Source: an optimization exercise on an open RTL-to-GDS flow (aim: small area, a short achievable clock period and few clock cycles). Production flows keep margins and buffers that such runs may drop. Function was checked by simulation only, so behaviour that the tests miss may differ from the original.

==> inputs of run D <==
## fft_radix4_top
module fft_radix4_top #(
    parameter WIDTH = 16
)(
    input wire clk,
    input wire rst_n,
    input wire start,
    input wire signed [WIDTH*16-1:0] data_in_real,
    input wire signed [WIDTH*16-1:0] data_in_imag,
    output wire signed [WIDTH*16-1:0] data_out_real,
    output wire signed [WIDTH*16-1:0] data_out_imag,
    output wire done,
    output wire valid
);
    wire stage1;
    control_radix4 ctrl (.clk(clk), .rst_n(rst_n), .start(start), .stage1(stage1),
                         .done(done), .valid(valid));
    wire [511:0] bank_d, bank_q;
    register_bank bank (.clk(clk), .d(bank_d), .q(bank_q));
    wire [15:0] qr [0:3][0:3];
    wire [15:0] qi [0:3][0:3];
    genvar k, j;
    generate
        for (k = 0; k < 4; k = k + 1) begin : bf
            wire [15:0] xr [0:3];
            wire [15:0] xi [0:3];
            for (j = 0; j < 4; j = j + 1) begin : in
                assign xr[j] = stage1 ? qr[j][k] : data_in_real[16*(k+4*j) +: 16];
                assign xi[j] = stage1 ? qi[j][k] : data_in_imag[16*(k+4*j) +: 16];
            end
            wire [127:0] h;
            butterfly_radix4 u1 (
                .x0_real(xr[0]), .x0_imag(xi[0]), .x1_real(xr[1]), .x1_imag(xi[1]),
                .x2_real(xr[2]), .x2_imag(xi[2]), .x3_real(xr[3]), .x3_imag(xi[3]),
                .a_real(h[0 +: 16]), .a_imag(h[16 +: 16]), .b_real(h[32 +: 16]), .b_imag(h[48 +: 16]),
                .c_real(h[64 +: 16]), .c_imag(h[80 +: 16]), .d_real(h[96 +: 16]), .d_imag(h[112 +: 16]));
            assign bank_d[128*k +: 128] = h;
            wire [127:0] r = bank_q[128*k +: 128];
            wire [15:0] y0r, y0i, y1r, y1i, y2r, y2i, y3r, y3i;
            wire [15:0] f1r, f1i, f2r, f2i, f3r, f3i, g2r;
            butterfly_radix4_out u2 (
                .ar(r[0 +: 16]), .ai(r[16 +: 16]), .br(r[32 +: 16]), .bi(r[48 +: 16]),
  ...
==> module complex_subtractor, before the edit <==
module complex_subtractor #(
    parameter CIN = 0,
    parameter STYLE = 0
)(
    input  wire [16:0] a,
    input  wire [16:0] b,
    output wire [15:0] y,
    output wire [15:0] f,
    output wire [15:0] g
);
    wire [16:0] p = a ^ b;
    wire [16:0] gg, pp;
    ks_gp #(.N(17), .STYLE(STYLE)) kt (.p(p), .g(a & b), .gg(gg), .pp(pp));
    wire [16:0] t, u;
    generate
        if (CIN != 0) begin : c1
            assign t = p ^ {gg[15:0] | pp[15:0], 1'b1};
            assign u = p ^ {gg[15:0], 1'b0};
        end else begin : c0
            assign t = p ^ {gg[15:0], 1'b0};
            wire [16:0] s1 = ~p;
            wire [16:0] k1 = {a[15:0] | b[15:0], 1'b0};
            wire [16:0] pu = s1 ^ k1;
            wire [16:0] gu, pq;
            ks_gp #(.N(17), .STYLE(STYLE)) ku (.p(pu), .g(s1 & k1), .gg(gu), .pp(pq));
            assign u = pu ^ {gu[15:0], 1'b0};
        end
    endgenerate
    wire pos_ovf = ~t[16] & t[15];                        
    wire neg_ovf = t[16] & ~t[15];                        
    wire le_min  = neg_ovf | (u[16] & ~u[15]);            
    assign y = pos_ovf ? 16'h7fff : neg_ovf ? 16'h8000 : t[15:0];
    assign f = le_min ? 16'h8001 : pos_ovf ? 16'h7ffe : ~u[16] ? u[15:0] : t[15:0];
    assign g = neg_ovf ? 16'h7fff : pos_ovf ? 16'h8001 : ~t[16] ? ~u[15:0] : ~t[15:0];
endmodule
==> flow/config.mk <==
export PLATFORM = sky130hd
export DESIGN_NAME = fft_radix4_top
export DESIGN_NICKNAME = fft_radix4_top
export VERILOG_FILES = /design/flow/design.v
export SDC_FILE = /design/flow/constraint.sdc
export NUM_CORES = 8
export LEC_CHECK = 0
export ABC_AREA = 1
export CAP_MARGIN = 20
export CORE_MARGIN = 2
export CORE_UTILIZATION = 40
export SLEW_MARGIN = 20
==> flow/constraint.sdc <==
create_clock -name core_clock -period 20.0 [get_ports {clk}]
set_input_delay 4.0000 -clock core_clock [delete_from_list [all_inputs] [get_ports {clk}]]
set_output_delay 4.0000 -clock core_clock [all_outputs]
set_load 0.01 [all_outputs]
standard.sh (not shown) runs the stock make flow with config.mk's settings and CLKGATE_MAP_FILE= SYNTH_SCRIPT=/design/flow/synth_recipe.tcl, a recipe that flattens the netlist after the stock synthesis.
==> flow/flow/run.sh <==
#!/bin/bash
# Own layout flow: the standard ORFS flow (standard.sh) with
#  - the standard flow's synthesis script plus flow/synth_hooks.tcl (no full-adder
#    extraction, ABC mapping with flow/abc.script);
#  - ports buffered with sky130_fd_sc_hd__buf_1;
#  - setup repair aiming at SETUP_SLACK_MARGIN ns of slack, worst path only.
# Runs in the standard flow's work folder; the make output goes to own_flow.log there and
# each ORFS step writes its own log under orfs/logs.
set -euo pipefail
W=$(pwd)
sed -e "s#^source \$::env(SCRIPTS_DIR)/synth.tcl#source $W/flow/synth_hooks.tcl\n&#" \
    synth_recipe.tcl > own_synth.tcl
grep -q synth_hooks own_synth.tcl
sed -e "s#SYNTH_SCRIPT=[^ ]*synth_recipe.tcl#SYNTH_SCRIPT=$W/own_synth.tcl#" standard.sh > own_standard.sh
grep -q own_synth.tcl own_standard.sh
export OWN_ABC_SCRIPT=$W/flow/abc.script
export BUFFER_PORTS_ARGS="-buffer_cell sky130_fd_sc_hd__buf_1"
export SETUP_SLACK_MARGIN=11
export TNS_END_PERCENT=0
bash own_standard.sh > own_flow.log 2>&1
==> flow/flow/abc.script <==
strash
dch
map -D 6000
topo
stime -c
buffer -c
upsize -c -D 6000
dnsize -c -D 6000
==> flow/flow/synth_hooks.tcl <==
# Sourced by own_synth.tcl (the standard flow's synth_recipe.tcl) just before ORFS's
# synth.tcl. Two changes to the standard flow's synthesis, neither touching registers:
#  - Yosys's full-adder extraction is skipped, so ABC maps the adders;
#  - ABC maps with flow/abc.script (delay target) instead of ORFS's script.
proc extract_fa {args} {
  puts "own flow: full-adder extraction skipped"
}
proc abc {args} {
  set i [lsearch -exact $args -script]
  if { $i >= 0 && [info exists ::env(OWN_ABC_SCRIPT)] } {
    set args [lreplace $args [expr {$i + 1}] [expr {$i + 1}] $::env(OWN_ABC_SCRIPT)]
  }
  puts "own flow: abc $args"
  yosys abc {*}$args
}
==> run X (differences from run D) <==
--- a/flow/design.v
+++ b/flow/design.v
@@ -16,7 +16,7 @@
 endmodule
 module complex_subtractor #(
     parameter CIN = 0,
-    parameter STYLE = 0
+    parameter STYLE = 1
 )(
     input  wire [16:0] a,
     input  wire [16:0] b,
--- a/flow/flow/run.sh
+++ b/flow/flow/run.sh
@@ -15,6 +15,6 @@
 grep -q own_synth.tcl own_standard.sh
 export OWN_ABC_SCRIPT=$W/flow/abc.script
 export BUFFER_PORTS_ARGS="-buffer_cell sky130_fd_sc_hd__buf_1"
-export SETUP_SLACK_MARGIN=11
+export SETUP_SLACK_MARGIN=13
 export TNS_END_PERCENT=0
 bash own_standard.sh > own_flow.log 2>&1
==> results_dict.tcl <==
set metrics [dict create \
    netlist_top_cells_count "nand2_1, nor2_1, inv_1" \
    grt_pass1_vias 146000 \
    outcome "finished clean" \
    use_met2 0.593 \
    taps 4305 \
    dr.pass1.iters 7 \
    synthAdderAreaFrac 0.00242 \
    syn_to_final_growth_pct 20.9 \
    rr_startpoint "bank.q[193]$_DFF_P_" \
]
-- figures above: run D

==> results_dict.tcl <==
set metrics [dict create \
    outcome "finished clean" \
    rr_startpoint "bank.q[433]$_DFF_P_" \
    grt_pass1_vias 142000 \
    use_met2 0.615 \
]
-- figures above: run X

Testbench counts of run D, summed over its fixed seeds: cycles 1,528.
Testbench counts of run X, summed over its fixed seeds: cycles 1,528.

## re-timing with driven ports
The flow's constraints put no driver on any port. The routed layouts listed below were extracted and timed again, unchanged, in two steps.
Step 1: set_driving_cell puts a clkbuf_16 on clk and a buf_2 on each other input, an assumption about the parent block.
Step 2, shift: input delay + t, output delay - t, t = (earliest + latest rising clock arrival at the registers) / 2. This alone moves slack from input paths to output paths.
a / b / c = ideal / step 1 / step 2; a / b = the first two.
run	shift t [ns]	setup slack, ns	worst data-port slew with drivers (ns)	cell pins on the clock port's net
run D	0.843	10.880 / 10.759 / 10.758	0.27	1
run X	0.936	10.311 / 10.203 / 10.477	0.48	1
After both steps every run listed still meets setup and hold. The setup slack of run D, which loses most, moves by -0.121 ns with the drivers and by -0.122 ns with both steps.
